Background: an optimization exercise with open tools, aiming at small area. Do not read the settings as production practice.
In this exercise RTL edits were held to simulation tests only and were not proved equivalent to the original.
Power is estimated from default activity; no workload was simulated.

File: flow/run.sh
#!/bin/bash
# synth_recipe.tcl (not shown) runs the flow's synth.tcl, then flattens the netlist and writes it again
# the make line also repeats each setting of config.mk as NAME=value (left out here)
make -C /OpenROAD-flow-scripts/flow DESIGN_CONFIG=/design/flow/config.mk WORK_HOME=/design/flow/orfs CLKGATE_MAP_FILE= SYNTH_SCRIPT=/design/flow/synth_recipe.tcl finish
File: flow/config.mk
export PLATFORM = sky130hd
export DESIGN_NAME = top_module
export DESIGN_NICKNAME = top_module
export VERILOG_FILES = /design/flow/design.v
export SDC_FILE = /design/flow/constraint.sdc
export NUM_CORES = 4
export LEC_CHECK = 0
export ABC_AREA = 1
export CAP_MARGIN = 20
export CORE_MARGIN = 2
export CORE_UTILIZATION = 40
export PLACE_DENSITY = 0.6
export SLEW_MARGIN = 20
File: flow/constraint.sdc
create_clock -name core_clock -period 5.0 [get_ports {clk}]
set_input_delay 1.0000 -clock core_clock [delete_from_list [all_inputs] [get_ports {clk}]]
set_output_delay 1.0000 -clock core_clock [all_outputs]
set_load 0.01 [all_outputs]
File: flow/design.v
`timescale 1ns / 1ps
module clk_divider(
	input clk_in,
	input rst,
	output tick,
	output reg [2:0] digit,
	output [2:0] digit_nx,
	output reg first
    );
reg [3:0] p;
reg [3:0] t;
wire p9 = p[3] & p[0];
wire t9 = t[3] & t[0];
wire c99 = p9 & t9;
assign tick = ~p[2] & p[1] & p[0];
wire [3:0] p_inc = {p[3] ^ (p[2] & p[1] & p[0]), p[2] ^ (p[1] & p[0]), p[1] ^ p[0], ~p[0]};
wire [3:0] t_inc = {t[3] ^ (t[2] & t[1] & t[0]), t[2] ^ (t[1] & t[0]), t[1] ^ t[0], ~t[0]};
assign digit_nx = c99 ? {digit[2] ^ (digit[1] & digit[0]), digit[1] ^ digit[0], ~digit[0]} : digit;
always @(posedge clk_in) begin
	first <= rst;
	if (rst) begin
		p <= 4'd9;
		t <= 4'd9;
		digit <= 3'd7;
	end
	else begin
		p <= p9 ? 4'd0 : p_inc;
		if (p9) t <= t9 ? 4'd0 : t_inc;
		digit <= digit_nx;
	end
end
endmodule
`timescale 1ns / 1ps
module debouncer(
	input 		clk,
	input 		rst,
	input 		ce,
	input 		noisy_in,  
	output reg 	clean_out  
    );
reg noisy_in_reg;
reg clean_out_tmp1;
reg clean_out_tmp2;
always @(posedge clk) begin
	if (rst) begin
		noisy_in_reg <= 0;
		clean_out_tmp1 <= 0;
		clean_out_tmp2 <= 0;
		clean_out <= 0;
	end
	else if (ce) begin
		noisy_in_reg <= noisy_in;
		clean_out_tmp1 <= noisy_in_reg;
		clean_out_tmp2 <= clean_out_tmp1;
		clean_out <= ~clean_out_tmp2 & clean_out_tmp1;
	end
end
endmodule
`timescale 1ns / 1ps
module hockey(
    input clk,
    input rst,
    input ce,
    input BTNA,
    input BTNB,
    input [1:0] DIRA,
    input [1:0] DIRB,
    input [2:0] YA,
    input [2:0] YB,
    output LEDA,
    output LEDB,
    output [4:0] LEDX,
    input [2:0] digit_nx,     
    output reg [3:0] sym_nx   
    );
    localparam [3:0] IDLE   = 4'b1100;
    localparam [3:0] HIT_A  = 4'b0100;
    localparam [3:0] HIT_B  = 4'b0000;
    localparam [3:0] RESP_A = 4'b0101;
    localparam [3:0] RESP_B = 4'b0001;
    localparam [3:0] SEND_A = 4'b0111;
    localparam [3:0] SEND_B = 4'b0011;
    localparam [3:0] GOAL_A = 4'b0110;
    localparam [3:0] GOAL_B = 4'b0010;
    localparam [3:0] ENDST  = 4'b1010;
    localparam [6:0] CNT0 = 7'd13;
    reg [3:0] st;
    reg [6:0] cnt;
    reg [2:0] X;
    reg [2:0] Y;
    reg [1:0] dirY;
    reg [1:0] a_score;
    reg [1:0] b_score;
    wire done = cnt[6] & cnt[5] & cnt[4] & cnt[0];
    wire blink = cnt[6];
    wire e = st[3];
    wire s = st[2];
    wire is_idle = e & s;
    wire is_end  = e & ~s;
    wire is_hit  = ~e & ~st[1] & ~st[0];
    wire is_resp = ~st[1] & st[0];
    wire is_send = st[1] & st[0];
    wire is_goal = ~e & st[1] & ~st[0];
    wire is_sc   = st[1] & ~st[0];         
    wire is_mov  = st[0];                  
    wire btn  = s ? BTNA : BTNB;           
    wire [2:0] yin = s ? YA : YB;
    wire [1:0] din = s ? DIRA : DIRB;
    wire [1:0] score = s ? a_score : b_score;
    wire serve = btn & ~(yin[2] & (yin[1] | yin[0]));
    wire ret   = btn & (Y == yin);
    wire [1:0] d = is_resp ? din : dirY;
    reg [2:0] my;
    reg [1:0] md;
    always @(*) begin
        my = Y;
        md = d;
        if (d == 2'b10) begin
            if (Y == 3'd0) begin md = 2'b01; my = 3'd1; end
            else my = {1'b0, ~(Y[1] ^ Y[0]), ~Y[0]};
        end
        else if (d == 2'b01) begin
            if (Y[2]) begin md = 2'b10; my = 3'd3; end
            else my = {Y[1] & Y[0], Y[1] ^ Y[0], ~Y[0]};
        end
        if (is_resp & ~s & (DIRB == 2'b01)) md = 2'b01;
    end
    wire up = s ? is_resp | (dirY == 2'b11) : is_send;
    wire up_b = ~s | is_resp;
    wire [2:0] x_up = {X[2] ^ (X[1] & X[0]), X[1] ^ X[0], ~X[0] & (X[2] | X[1] | up_b)};
    wire [2:0] x_dn = {X[2] & (X[1] | X[0]), ~(X[1] ^ X[0]), ~X[0]};
    wire last = s ? ~X[2] & ~X[1] : X[1] & X[0];
    wire step = is_send ? done : (is_resp & ~done & ret);
    wire [6:0] cnt_inc;
    assign cnt_inc[0] = ~cnt[0];
    genvar i;
    generate for (i = 1; i < 7; i = i + 1) begin : g_inc
        assign cnt_inc[i] = cnt[i] ^ (&cnt[i-1:0]);
    end endgenerate
    always @(posedge clk) begin
        if (rst) begin
            st <= IDLE;
            cnt <= CNT0;
            X <= 0;
            Y <= 0;
            dirY <= 0;
            a_score <= 0;
            b_score <= 0;
        end
        else if (ce) begin
            cnt <= (is_hit | is_idle | done | step) ? CNT0 : cnt_inc;
            if (is_hit & serve) begin
                X <= s ? 3'd0 : 3'd4;
                Y <= yin;
                dirY <= din;
                st <= {1'b0, ~s, 2'b11};    
            end
            if (step) begin
                X <= up ? x_up : x_dn;
                Y <= my;
                dirY <= md;
                if (is_resp) st <= {1'b0, ~s, 2'b11};    
                else if (last) st <= {1'b0, s, 2'b01};   
            end
            if (is_resp & done) begin
                st <= {1'b0, ~s, 2'b10};                 
                if (s) b_score <= {b_score[1] ^ b_score[0], ~b_score[0]};
                else a_score <= {a_score[1] ^ a_score[0], ~a_score[0]};
            end
            if (is_goal & done)
                st <= (score == 2'd3) ? ENDST : {1'b0, ~s, 2'b00};
            if (is_idle) begin
                if (BTNA & ~BTNB) st <= GOAL_B;
                else if (~BTNA & BTNB) st <= GOAL_A;
            end
        end
    end
    assign LEDA = ~st[1] & s & (~e | ~st[0]) & ~is_send | is_idle;
    assign LEDB = ~e & ~s & ~st[1] | is_idle;
    wire [2:0] xm = X;
    assign LEDX = is_goal ? 5'b11111 :
                  is_end  ? (blink ? 5'b01010 : 5'b10101) :
                  is_mov  ? {xm == 3'd0, xm == 3'd1, xm == 3'd2, xm == 3'd3, xm[2]} :
                  5'b00000;
    localparam [3:0] S_DASH  = 4'd5;
    localparam [3:0] S_BLANK = 4'd8;
    localparam [3:0] S_A     = 4'd9;
    localparam [3:0] S_B     = 4'd10;
    always @(*) begin
        sym_nx = S_BLANK;
        case (digit_nx)
        3'd0: sym_nx = is_idle ? S_B : is_sc ? {2'b00, b_score} : S_BLANK;
        3'd1: sym_nx = (is_idle | is_sc) ? S_DASH : S_BLANK;
        3'd2: sym_nx = is_idle ? S_A : is_sc ? {2'b00, a_score} : S_BLANK;
        3'd4: sym_nx = is_hit ? {1'b0, yin} : is_mov ? {1'b0, Y} :
                       is_end ? ((a_score == 2'd3) ? S_A : S_B) : S_BLANK;
        default: sym_nx = S_BLANK;
        endcase
    end
endmodule
`timescale 1ns / 1ps
module ssd(
    input clk,
    input rst,
    input first,
    input [2:0] digit,
    input [3:0] sym_nx,
    output a_out,
    output b_out,
    output c_out,
    output d_out,
    output e_out,
    output f_out,
    output g_out,
    output p_out,
    output [7:0] an
    );
reg [3:0] sym;
reg [6:0] seg;
always @(posedge clk) begin
	if (rst) sym <= 4'd8;
	else sym <= sym_nx;
end
wire [2:0] n = sym[2:0];
wire dsh = n[2] & (n[1] | n[0]);
wire [6:0] dig;
assign dig[6] = (n == 3'd1) | (n == 3'd4) | dsh;            
assign dig[5] = dsh;                                       
assign dig[4] = (n == 3'd2) | dsh;                          
assign dig[3] = (n == 3'd1) | (n == 3'd4) | dsh;            
assign dig[2] = (n == 3'd1) | (n == 3'd3) | (n == 3'd4) | dsh;  
assign dig[1] = (n == 3'd1) | (n == 3'd2) | (n == 3'd3) | dsh;  
assign dig[0] = ~n[2] & ~n[1];                              
always @(*) begin
	if (~sym[3]) seg = dig;
	else if (sym[1:0] == 2'd1) seg = 7'b0001000;
	else if (sym[1:0] == 2'd2) seg = 7'b1100000;
	else seg = 7'b1111111;
end
assign {a_out, b_out, c_out, d_out, e_out, f_out, g_out} = seg;
assign p_out = 1'b1;
genvar i;
generate for (i = 0; i < 8; i = i + 1) begin : g_an
	assign an[i] = first | (digit != i);
end endgenerate
endmodule
`timescale 1ns / 1ps
module top_module(
    input clk,
    input rst,
    input BTNA,
    input BTNB,
    input [1:0] DIRA,
    input [1:0] DIRB,
    input [2:0] YA,
    input [2:0] YB,
    output LEDA,
    output LEDB,
    output [4:0] LEDX,
    output a_out,b_out,c_out,d_out,e_out,f_out,g_out,p_out,
    output [7:0]an
);
wire tick, first, btn_a, btn_b;
wire [2:0] digit, digit_nx;
wire [3:0] sym_nx;
clk_divider dividermodule (.clk_in(clk), .rst(rst), .tick(tick), .digit(digit), .digit_nx(digit_nx), .first(first));
debouncer A (clk, rst, tick, BTNA, btn_a);
debouncer B (clk, rst, tick, BTNB, btn_b);
hockey mymodule (.clk(clk), .rst(rst), .ce(tick), .BTNA(btn_a), .BTNB(btn_b),
    .DIRA(DIRA), .DIRB(DIRB), .YA(YA), .YB(YB),
    .LEDA(LEDA), .LEDB(LEDB), .LEDX(LEDX),
    .digit_nx(digit_nx), .sym_nx(sym_nx));
ssd displa_ssd (.clk(clk), .rst(rst), .first(first), .digit(digit), .sym_nx(sym_nx),
    .a_out(a_out), .b_out(b_out), .c_out(c_out), .d_out(d_out), .e_out(e_out),
    .f_out(f_out), .g_out(g_out), .p_out(p_out), .an(an));
endmodule
==> flow_summary.html, run 1 <==
<table>
<tr><th>Metric</th><th>Value</th></tr>
<tr><th colspan="2">STA</th></tr>
<tr><td>Actual slew at the worst max-slew pin</td><td>0.852 ns</td></tr>
<tr><td>Final cycle utilization of the critical path</td><td>0.696</td></tr>
<tr><td>RSZ-0062 raised after global routing</td><td>no</td></tr>
<tr><td>Number of max-slew violations in the final report</td><td>0</td></tr>
<tr><td>Min Clock Period, post-route</td><td>3.48 ns</td></tr>
<tr><td>Clock tree skew after final layout</td><td>0.00402 ns</td></tr>
<tr><td>Max Clk Rate</td><td>287 MHz</td></tr>
<tr><td>Final setup violation count</td><td>0</td></tr>
<tr><td>Min setup slack post-route</td><td>1.52 ns</td></tr>
<tr><td>Worst-case headroom to the max-slew limit</td><td>0.431</td></tr>
<tr><td>Hold Violations, Final</td><td>0</td></tr>
<tr><td>Total negative slack</td><td>0 ns</td></tr>
<tr><th colspan="2">Worst setup path</th></tr>
<tr><td>Worst setup EP type</td><td>primary output</td></tr>
<tr><td>Source of the worst register-to-register timing path</td><td>mymodule.st[2]</td></tr>
<tr><td>Data required time at the worst endpoint</td><td>4.00 ns</td></tr>
<tr><td>Crit Path Class</td><td>reg2out</td></tr>
<tr><td>Cells on worst reg2reg path</td><td>12</td></tr>
<tr><td>CP startpoint</td><td>mymodule.st[2]</td></tr>
<tr><td>Endpoint arrival time on the critical path</td><td>2.48 ns</td></tr>
<tr><td>Worst Setup Start Kind</td><td>flop</td></tr>
<tr><td>Worst Path Max Fanout</td><td>24</td></tr>
<tr><th colspan="2">Power</th></tr>
<tr><td>Switching share of total power</td><td>0.317</td></tr>
<tr><td>Net switching power of the design</td><td>0.000310 W</td></tr>
<tr><td>Power per standard cell area</td><td>268 nW/µm²</td></tr>
<tr><td>Maximum VDD drop</td><td>0.142 mV</td></tr>
<tr><td>Portion of total power attributed to sequential cells</td><td>0.432</td></tr>
<tr><td>Internal cell power</td><td>0.000666 W</td></tr>
<tr><td>Leakage</td><td>1.62 nW</td></tr>
<tr><td>Portion of total power attributed to the clock network</td><td>0.286</td></tr>
<tr><td>Total power</td><td>0.000976 W</td></tr>
<tr><td>Comb pwr share</td><td>0.282</td></tr>
<tr><th colspan="2">Clock network</th></tr>
<tr><td>Cell chosen for the clock root</td><td>clkbuf_8</td></tr>
<tr><td>TritonCTS sink count</td><td>47</td></tr>
<tr><td>Clock latency of the later-clocked register in the worst-skew pair</td><td>0.30 ns</td></tr>
<tr><td>PostCTS Resize Cnt</td><td>0</td></tr>
<tr><td>Number of buffers inserted during clock tree synthesis</td><td>5</td></tr>
<tr><td>Number of buffers inserted for hold repair after clock tree synthesis</td><td>0</td></tr>
<tr><td>H-tree levels</td><td>2</td></tr>
<tr><td>Reg clk slew, reported paths</td><td>0.09 ns</td></tr>
<tr><td>Setup Buffers After CTS</td><td>0</td></tr>
<tr><td>Max Root-Sink Buffers</td><td>2</td></tr>
<tr><td>CTS tree</td><td>built</td></tr>
<tr><th colspan="2">Global routing</th></tr>
<tr><td>Final global-route overflow total</td><td>0</td></tr>
<tr><td>Largest net degree at the start of global routing</td><td>25</td></tr>
<tr><td>Antenna violations before repair</td><td>0</td></tr>
<tr><td>First-pass GRT wire length</td><td>13.0 mm</td></tr>
<tr><td>Total GRT Usage</td><td>0.184</td></tr>
<tr><td>Via count of the first global-routing pass</td><td>2879</td></tr>
<tr><th colspan="2">Min path</th></tr>
<tr><td>Cell count of the worst hold path</td><td>1</td></tr>
<tr><td>Worst hold path type</td><td>reg2reg</td></tr>
<tr><td>Launch instance of the worst min-delay path</td><td>dividermodule.p[0]</td></tr>
<tr><th colspan="2">Finish</th></tr>
<tr><td>Fraction of layout cells with a size suffix above 1</td><td>0.0626</td></tr>
<tr><td>Area Overhead vs Synth</td><td>17.0%</td></tr>
<tr><td>Commonest non-fill, non-tap cell in the layout</td><td>nand2_1</td></tr>
<tr><td>Final-stage net count</td><td>534</td></tr>
<tr><td>Number of cells in the finished layout apart from fillers</td><td>597</td></tr>
<tr><td>Diodes inserted</td><td>0</td></tr>
<tr><td>Max reg flops</td><td>7</td></tr>
<tr><td>Core Util, Final</td><td>0.476</td></tr>
<tr><td>Top library cells by usage in the layout, fill and taps aside</td><td>nand2_1, inv_1, nor2_1</td></tr>
<tr><td>Register with the most flip-flops</td><td>mymodule.cnt</td></tr>
<tr><th colspan="2">Floorplan</th></tr>
<tr><td>Starting utilization of the core area</td><td>0.407</td></tr>
<tr><td>Die ar.</td><td>8500 µm²</td></tr>
<tr><td>Core Box Area</td><td>7650 µm²</td></tr>
<tr><td>Row cnt</td><td>32</td></tr>
<tr><td>Boundary Pins</td><td>37</td></tr>
<tr><td>Die Height</td><td>92.2 µm</td></tr>
<tr><td>Floorplan die width</td><td>92.2 µm</td></tr>
<tr><th colspan="2">Detailed routing</th></tr>
<tr><td>Detailed Route Iter0 Violations</td><td>157</td></tr>
<tr><td>Number of nets with antenna violations after routing</td><td>0</td></tr>
<tr><td>Vias after detailed routing</td><td>3028</td></tr>
<tr><td>Average routed wire per standard cell</td><td>12.5 µm</td></tr>
<tr><td>Wire length reported by the detailed router</td><td>7.48 mm</td></tr>
<tr><td>Average via count per standard cell</td><td>5.07</td></tr>
<tr><td># DRC</td><td>0</td></tr>
<tr><td>Drt pass-1 iters</td><td>4</td></tr>
<tr><th colspan="2">Flow run</th></tr>
<tr><td>Max-capacitance violation count</td><td>0</td></tr>
<tr><th colspan="2">Logic synthesis</th></tr>
<tr><td>Cell accounting for the most synthesized area</td><td>dfxtp_1</td></tr>
<tr><td>Largest cells by area after synthesis</td><td>dfxtp_1, nand2_1, ha_1</td></tr>
<tr><td>Portion of the post-synthesis area used by sequential elements</td><td>0.302</td></tr>
<tr><td>Number of cells produced by synthesis</td><td>463</td></tr>
<tr><td>Mapped cell area</td><td>3110 µm²</td></tr>
<tr><td>Count of flip-flops with a built-in enable after synthesis</td><td>0</td></tr>
<tr><td>Share of async-settable or async-resettable flops after synthesis</td><td>0</td></tr>
<tr><td>Count of yosys warnings during synthesis</td><td>4</td></tr>
<tr><td>Post-synth top area share</td><td>0.302</td></tr>
<tr><td>Synthesized netlist net count</td><td>502</td></tr>
<tr><td>Predominant post-synthesis flop cell</td><td>dfxtp_1</td></tr>
<tr><td>Count of distinct cell types in the synthesized netlist</td><td>41</td></tr>
<tr><td>Number of storage elements in the synthesis netlist</td><td>47</td></tr>
<tr><td>Mean instance size in the synthesized netlist</td><td>6.72 µm²</td></tr>
<tr><th colspan="2">Placement</th></tr>
<tr><td>Cell count after placement</td><td>590</td></tr>
<tr><td>Final GP Congestion</td><td>0.856</td></tr>
<tr><td>Worst setup timing slack at the placement stage</td><td>1.88 ns</td></tr>
<tr><td>Number of buffers added on ports</td><td>35</td></tr>
<tr><td>Half-perimeter wire length after placement</td><td>5.64 mm</td></tr>
<tr><th colspan="2">Status</th></tr>
<tr><td>Status</td><td>timing/DRC/antenna clean</td></tr>
</table>
metrics by stage:
step / area, µm² / hold WS (ns)
global route: 3640 / 0.465
detailed placement: 3530 / 0.430
global placement: 3530 / 0.427
finish: 3640 / 0.446
CTS: 3640 / 0.452
floorplan: 3110 / 0.408
power groups by stage:
stage          Combinational, W  Clock (W)  Sequential [W]
5_1_grt                0.000313   0.000300        0.000425
6_report               0.000275   0.000279        0.000421
2_1_floorplan          0.000173          0        0.000421
3_5_place_dp           0.000276          0        0.000430
3_3_place_gp           0.000273          0        0.000429
4_1_cts                0.000278   0.000286        0.000421
Yosys cell counts (3+ instances only):
master and number:
a21oi_1 24, a31oi_1 6, clkbuf_1 5, dfxtp_1 47, ha_1 25, inv_1 61, inv_2 3, nand2_1 106
nand2_2 3, nand3_1 30, nand4_1 7, nor2_1 48, nor3_1 5, o211ai_1 4, o21ai_0 36, o21ai_1 4
o22ai_1 6, o31ai_1 3, or2_2 7, xor2_1 5
worst max-delay path: stages (launching register included):
cell and delay [ns]:
dfxtp_1 0.89, nor2_1 0.26, nor3_1 0.32, nand2_1 0.09, nand2_1 0.08, clkdlybuf4s50_1 0.53
cells by family (layout without fill, tap and decap cells):
kind of cell,after synthesis,in the layout,share of synthesized area
buf+inv,77,109,0.103
other cells,1,1,0.00120
xor+xnor,6,6,0.0169
fa+ha+maj,25,25,0.100
flops,47,47,0.302
simple gates,213,213,0.301
compound gates,94,94,0.175
routing by layer:
metal	share of wire	vias to the layer above	wire, µm	track usage
li1	-	1569	-	-
met1	0.46	1393	3440	0.231
met2	0.49	53	3660	0.328
met3	0.032	13	237	0.0247
met4	0.019	0	143	0.0535
met5	0	-	0	0
cell type report:
| class | count | area (µm²) |
|---|---|---|
| flip-flops and latches | 47 | 941 |
| clock buffers | 5 | 68.8 |
| inverters | 65 | 249 |
| fillers | 795 | 4010 |
| multi-input cells | 339 | 1850 |
| well taps | 102 | 128 |
| clock inverters | 2 | 37.5 |
| repair buffers | 37 | 365 |
path summary, 6_finish.rpt:
kind | endpoint | slack [ns]
worst max register to register | mymodule.Y[0] | 2.24
worst min register to register | dividermodule.p[0] | 0.45
worst min-delay path | dividermodule.p[0] | 0.45
worst max-delay path | LEDX[4] | 1.52
==> run 2: changes to the inputs <==
==> flow/flow/run.sh (new file) <==
#!/bin/bash
# Own layout flow: the standard ORFS flow with
#  - synthesis: the standard script with an area-oriented ABC mapping (flow/synth.tcl),
#  - port buffers of the smallest buffer cell (buf_1) instead of the default choice,
#  - CTS without dummy loads.
# Each tool's full output is in the ORFS logs under orfs/logs; make's own output
# goes to flow_make.log in this folder.
set -euo pipefail
W=$(pwd)
F=$W/flow
bash "$W/standard.sh" \
  "SYNTH_SCRIPT=$F/synth.tcl" \
  "ADDER_MAP_FILE=" \
  "BUFFER_PORTS_ARGS=-buffer_cell sky130_fd_sc_hd__buf_1" \
  "CTS_ARGS=-sink_clustering_enable -repair_clock_nets -dont_use_dummy_load" \
  finish > "$W/flow_make.log" 2>&1
==> flow/flow/area.abc (new file) <==
strash
dc2
dch -f
map -a
strash
dc2
dch -f
map -a
topo
==> flow/flow/synth.tcl (new file) <==
# The standard synthesis (synth_recipe.tcl), with only the combinational
# technology mapping changed: ABC runs an area-oriented script instead of
# ORFS's, and adders are left to ABC instead of being mapped to ha/fa cells.
# Registers, their names and their cell types are those of the standard run.
set own_abc_script [file join [file dirname [file normalize [info script]]] area.abc]
proc synth {args} { yosys synth -nofsm -noshare {*}$args }
proc abc {args} {
  set i [lsearch -exact $args -script]
  if { $i >= 0 } {
    set args [lreplace $args $i [expr { $i + 1 }] -script $::own_abc_script]
  }
  yosys abc {*}$args
}
source $::env(SCRIPTS_DIR)/synth.tcl
# left out here: clear keep_hierarchy, flatten, clean up, hide names made inside functions, write 1_2_yosys.v
==> flow/standard.sh (new file) <==
#!/bin/bash
# synth_recipe.tcl (not shown) runs the flow's synth.tcl, then flattens the netlist and writes it again
# the make line also repeats each setting of config.mk as NAME=value (left out here)
make -C /OpenROAD-flow-scripts/flow DESIGN_CONFIG=/design/flow/config.mk WORK_HOME=/design/flow/orfs CLKGATE_MAP_FILE= SYNTH_SCRIPT=/design/flow/synth_recipe.tcl "${@:-finish}"
--- a/flow/config.mk
+++ b/flow/config.mk
@@ -6,5 +6,4 @@
 export NUM_CORES = 4
 export LEC_CHECK = 0
-export ABC_AREA = 1
 export CAP_MARGIN = 20
 export CORE_MARGIN = 2
removed: flow/run.sh
==> flow_summary.html, run 2 <==
<table>
<tr><th>Metric</th><th>Value</th></tr>
<tr><th colspan="2">Status</th></tr>
<tr><td>Status</td><td>timing/DRC/antenna clean (unchanged)</td></tr>
<tr><th colspan="2">Global routing</th></tr>
<tr><td>Total GRT Usage</td><td>0.184 (about the same)</td></tr>
<tr><td>Final global-route overflow total</td><td>0 (unchanged)</td></tr>
<tr><td>Largest net degree at the start of global routing</td><td>20 (was 25)</td></tr>
<tr><td>First-pass GRT wire length</td><td>11.0 mm (was 13.0 mm)</td></tr>
<tr><td>Antenna violations before repair</td><td>0 (unchanged)</td></tr>
<tr><td>Via count of the first global-routing pass</td><td>2466 (was 2879)</td></tr>
<tr><th colspan="2">Finish</th></tr>
<tr><td>Flip-flop and latch area</td><td>941 µm² (unchanged)</td></tr>
<tr><td>Combined area of the multi-input logic cells</td><td>1370 µm² (was 1850 µm²)</td></tr>
<tr><td>Register with the most flip-flops</td><td>mymodule.cnt (unchanged)</td></tr>
<tr><td>Max reg flops</td><td>7 (unchanged)</td></tr>
<tr><td>Diodes inserted</td><td>0 (unchanged)</td></tr>
<tr><td>Commonest non-fill, non-tap cell in the layout</td><td>clkinv_1 (was nand2_1)</td></tr>
<tr><td>Top library cells by usage in the layout, fill and taps aside</td><td>clkinv_1, nor2_1, nand2_1 (was nand2_1, inv_1, nor2_1)</td></tr>
<tr><td>Fraction of layout cells with a size suffix above 1</td><td>0.0293 (was 0.0626)</td></tr>
<tr><td>Number of filler cells placed in the layout</td><td>695 (was 795)</td></tr>
<tr><td>Core Util, Final</td><td>0.461 (was 0.476)</td></tr>
<tr><td>Final-stage net count</td><td>460 (was 534)</td></tr>
<tr><td>Area Overhead vs Synth</td><td>12.0% (was 17.0%)</td></tr>
<tr><td>Finished Cell Area</td><td>2910 µm² (was 3640 µm²)</td></tr>
<tr><th colspan="2">Worst setup path</th></tr>
<tr><td>Source of the worst register-to-register timing path</td><td>mymodule.st[2] (unchanged)</td></tr>
<tr><td>Worst Setup Start Kind</td><td>flop (unchanged)</td></tr>
<tr><td>Worst stage delay on the critical path</td><td>0.86 ns (was 0.89 ns)</td></tr>
<tr><td>End of the worst register-to-register path</td><td>mymodule.Y[1] (was mymodule.Y[0])</td></tr>
<tr><td>Buffering stage count on the worst path with inverters included</td><td>1 (unchanged)</td></tr>
<tr><td>Cells on worst reg2reg path</td><td>10 (was 12)</td></tr>
<tr><td>Worst setup EP type</td><td>flop (was primary output)</td></tr>
<tr><td>Critical-path cell list</td><td>clkinv_1 &gt; or2_2 &gt; o21ai_0 &gt; xor2_1 &gt; nand4_1 &gt; nand2_1 &gt; o21ai_0 &gt; or2_2 &gt; o21ai_0 &gt; a21oi_1 (was nor2_1 &gt; nor3_1 &gt; nand2_1 &gt; nand2_1 &gt; clkdlybuf4s50_1)</td></tr>
<tr><td>Worst Path Max Fanout</td><td>18 (was 24)</td></tr>
<tr><td>Cell type with the highest occurrence count on the critical path</td><td>o21ai_0 (was nand2_1)</td></tr>
<tr><td>CP max-delay cell</td><td>o21ai_0 (was dfxtp_1)</td></tr>
<tr><td>Endpoint arrival time on the critical path</td><td>3.93 ns (was 2.48 ns)</td></tr>
<tr><td>Top Family by Delay on Critical Path</td><td>compound AO/OA/AOI/OAI gates (was flip-flops)</td></tr>
<tr><td>Data required time at the worst endpoint</td><td>5.22 ns (was 4.00 ns)</td></tr>
<tr><td>Crit Path Class</td><td>reg2reg (was reg2out)</td></tr>
<tr><td>Register-to-register setup slack</td><td>1.28 ns (was 2.24 ns)</td></tr>
<tr><td>CP startpoint</td><td>mymodule.st[2] (unchanged)</td></tr>
<tr><th colspan="2">Logic synthesis</th></tr>
<tr><td>Mapped cell area</td><td>2600 µm² (was 3110 µm²)</td></tr>
<tr><td>Post-synth top area share</td><td>0.362 (was 0.302)</td></tr>
<tr><td>Synthesized netlist net count</td><td>416 (was 502)</td></tr>
<tr><td>Portion of the post-synthesis area used by sequential elements</td><td>0.362 (was 0.302)</td></tr>
<tr><td>Largest cells by area after synthesis</td><td>dfxtp_1, clkinv_1, nor2_1 (was dfxtp_1, nand2_1, ha_1)</td></tr>
<tr><td>Number of storage elements in the synthesis netlist</td><td>47 (unchanged)</td></tr>
<tr><td>Share of async-settable or async-resettable flops after synthesis</td><td>0 (unchanged)</td></tr>
<tr><td>Count of flip-flops with a built-in enable after synthesis</td><td>0 (unchanged)</td></tr>
<tr><td>Cell accounting for the most synthesized area</td><td>dfxtp_1 (unchanged)</td></tr>
<tr><td>Mean instance size in the synthesized netlist</td><td>6.47 µm² (was 6.72 µm²)</td></tr>
<tr><td>Count of distinct cell types in the synthesized netlist</td><td>29 (was 41)</td></tr>
<tr><td>Post-synth top cells</td><td>clkinv_1, nor2_1, nand2_1 (was nand2_1, inv_1, nor2_1)</td></tr>
<tr><td>Count of yosys warnings during synthesis</td><td>4 (unchanged)</td></tr>
<tr><td>Number of cells produced by synthesis</td><td>402 (was 463)</td></tr>
<tr><td>Predominant post-synthesis flop cell</td><td>dfxtp_1 (unchanged)</td></tr>
<tr><td>Library cell with the highest instance count after synthesis</td><td>clkinv_1 (was nand2_1)</td></tr>
<tr><th colspan="2">Detailed routing</th></tr>
<tr><td>Detailed Route Iter0 Violations</td><td>133 (was 157)</td></tr>
<tr><td># DRC</td><td>0 (unchanged)</td></tr>
<tr><td>Number of nets with antenna violations after routing</td><td>0 (unchanged)</td></tr>
<tr><td>Wire length reported by the detailed router</td><td>6.14 mm (was 7.48 mm)</td></tr>
<tr><td>Average routed wire per standard cell</td><td>11.8 µm (was 12.5 µm)</td></tr>
<tr><td>Average via count per standard cell</td><td>5.21 (was 5.07)</td></tr>
<tr><td>Drt pass-1 iters</td><td>5 (was 4)</td></tr>
<tr><td>Vias after detailed routing</td><td>2717 (was 3028)</td></tr>
<tr><th colspan="2">Clock network</th></tr>
<tr><td>H-tree levels</td><td>2 (unchanged)</td></tr>
<tr><td>TritonCTS sink count</td><td>47 (unchanged)</td></tr>
<tr><td>Max Root-Sink Buffers</td><td>2 (unchanged)</td></tr>
<tr><td>Number of buffers inserted during clock tree synthesis</td><td>5 (unchanged)</td></tr>
<tr><td>Cell chosen for the clock root</td><td>clkbuf_8 (unchanged)</td></tr>
<tr><td>PostCTS Resize Cnt</td><td>0 (unchanged)</td></tr>
<tr><td>Clock latency of the later-clocked register in the worst-skew pair</td><td>0.31 ns (was 0.30 ns)</td></tr>
<tr><td>Reg clk slew, reported paths</td><td>0.08 ns (was 0.09 ns)</td></tr>
<tr><td>CTS tree</td><td>built (unchanged)</td></tr>
<tr><td>Setup Buffers After CTS</td><td>0 (unchanged)</td></tr>
<tr><td>Number of buffers inserted for hold repair after clock tree synthesis</td><td>0 (unchanged)</td></tr>
<tr><th colspan="2">STA</th></tr>
<tr><td>Clock tree skew after final layout</td><td>0.0253 ns (was 0.00402 ns)</td></tr>
<tr><td>Final cycle utilization of the critical path</td><td>0.743 (was 0.696)</td></tr>
<tr><td>Max Clk Rate</td><td>269 MHz (was 287 MHz)</td></tr>
<tr><td>Final hold slack</td><td>0.434 ns (was 0.446 ns)</td></tr>
<tr><td>Hold Violations, Final</td><td>0 (unchanged)</td></tr>
<tr><td>RSZ-0062 raised after global routing</td><td>no (unchanged)</td></tr>
<tr><td>Actual slew at the worst max-slew pin</td><td>0.986 ns (was 0.852 ns)</td></tr>
<tr><td>Number of max-slew violations in the final report</td><td>0 (unchanged)</td></tr>
<tr><td>Worst-case headroom to the max-slew limit</td><td>0.336 (was 0.431)</td></tr>
<tr><td>Min Clock Period, post-route</td><td>3.72 ns (was 3.48 ns)</td></tr>
<tr><td>Total negative slack</td><td>0 ns (unchanged)</td></tr>
<tr><td>Final setup violation count</td><td>0 (unchanged)</td></tr>
<tr><th colspan="2">Placement</th></tr>
<tr><td>Final GP Congestion</td><td>0.915 (was 0.856)</td></tr>
<tr><td>Cell area after placement</td><td>2840 µm² (was 3530 µm²)</td></tr>
<tr><td>Number of buffers added on ports</td><td>35 (unchanged)</td></tr>
<tr><td>Half-perimeter wire length after placement</td><td>4.59 mm (was 5.64 mm)</td></tr>
<tr><th colspan="2">Power</th></tr>
<tr><td>Total power</td><td>0.000765 W (was 0.000976 W)</td></tr>
<tr><td>Maximum VDD drop</td><td>0.128 mV (was 0.142 mV)</td></tr>
<tr><td>Power per standard cell area</td><td>263 nW/µm² (was 268 nW/µm²)</td></tr>
<tr><td>Leakage</td><td>0.985 nW (was 1.62 nW)</td></tr>
<tr><th colspan="2">Floorplan</th></tr>
<tr><td>Core Box Area</td><td>6310 µm² (was 7650 µm²)</td></tr>
<tr><td>Die Height</td><td>84.6 µm (was 92.2 µm)</td></tr>
<tr><td>Starting utilization of the core area</td><td>0.412 (was 0.407)</td></tr>
<tr><td>Die ar.</td><td>7160 µm² (was 8500 µm²)</td></tr>
<tr><td>Boundary Pins</td><td>37 (unchanged)</td></tr>
<tr><td>Row cnt</td><td>29 (was 32)</td></tr>
<tr><td>Floorplan die width</td><td>84.6 µm (was 92.2 µm)</td></tr>
<tr><th colspan="2">Min path</th></tr>
<tr><td>Launch instance of the worst min-delay path</td><td>dividermodule.p[0] (unchanged)</td></tr>
<tr><td>Cell count of the worst hold path</td><td>1 (unchanged)</td></tr>
<tr><td>Destination of the worst hold path</td><td>dividermodule.p[0] (unchanged)</td></tr>
<tr><td>Worst hold path type</td><td>reg2reg (unchanged)</td></tr>
<tr><th colspan="2">Flow run</th></tr>
<tr><td>Max-capacitance violation count</td><td>0 (unchanged)</td></tr>
</table>
==> run 2: cell count changes in the layout (fill, tap and decap cells not counted), sizes merged, moves of 11 or more <==
cell	delta
ha	-25
clkdlybuf4s50	-35
clkinv	+74
buf	+36
nor2	+17
inv	-65
nand3	-22
nor3	+11
nand2	-53
==> run 2: power by group <==
group	leakage, nW	internal, W	total [W]	switching [W]
registers	0.383	0.000392	0.000409	0.0000165
logic	0.566	0.0000474	0.000147	0.0000995
clock network	0.0359	0.0000904	0.000209	0.000119
==> run 2: stage by stage <==
step	std cells	setup WS, ns
after floorplan	402	2.04
after global placement	516	1.54
after detailed placement	516	1.33
after CTS	521	1.34
after global routing	521	0.899
final	521	1.28
==> run 2: worst max-delay path by stage <==
| stage | endpoint | cells past startpoint | slack (ns) |
|---|---|---|---|
| 2_1_floorplan | mymodule.Y[1] | 9 | 2.04 |
| 3_3_place_gp | mymodule.Y[2] | 10 | 1.54 |
| 3_5_place_dp | mymodule.Y[2] | 10 | 1.33 |
| 4_1_cts | mymodule.Y[2] | 10 | 1.34 |
| 5_1_grt | mymodule.Y[2] | 10 | 0.90 |
| 6_report | mymodule.Y[1] | 10 | 1.28 |
==> run 2: cell type report <==
type,count,share of cell area
Tap cell,77,0.0331
Sequential cell,47,0.323
Inverter,74,0.0954
Multi-Input combinational cell,280,0.472
Timing Repair Buffer,38,0.0529
Clock buffer,5,0.0236
==> run 2: logic make-up (layout without fill, tap and decap cells) <==
logic type / after synthesis / in the layout / share of synthesized area
DFF: 47 / 47 / 0.362
and+or+nand+nor: 169 / 169 / 0.273
buffers and inverters: 75 / 117 / 0.110
other: 1 / 1 / 0.00144
xor gates and xnor gates: 3 / 3 / 0.0101
muxes: 3 / 3 / 0.0116
AOI/OAI and AO/OA: 104 / 104 / 0.232
==> run 2: layer usage <==
metal / vias to the layer above / track usage / part of all wire
met5: - / 0 / 0
met4: 0 / 0.0534 / 0.0090
met3: 4 / 0.0383 / 0.049
met2: 65 / 0.295 / 0.44
met1: 1204 / 0.250 / 0.50
li1: 1444 / - / -

## static timing again, ports no longer ideal
The flow's constraints put no driver on any port. The routed layouts listed below were extracted and timed again, unchanged, in two steps. Step 1: set_driving_cell puts a clkbuf_16 on clk and a buf_2 on each other input, an assumption about the parent block. Step 2 also shifts input and output timing later by t, the mid clock arrival at the registers, as if the neighbouring blocks saw the same clock. Slacks: ideal / step 1 / step 2; pairs: ideal / step 1.
run	t (ns)	slack for setup (ns)	hold WS [ns]	clock arrival spread, ns	pins driven straight from the clock port
run 1	0.326	1.520 / 1.491 / 1.817	0.446 / 0.446 / 0.446	0.004 / 0.004	1
run 2	0.325	1.283 / 1.283 / 1.283	0.434 / 0.434 / 0.434	0.025 / 0.026	1
After both steps setup and hold are still met in every run listed.
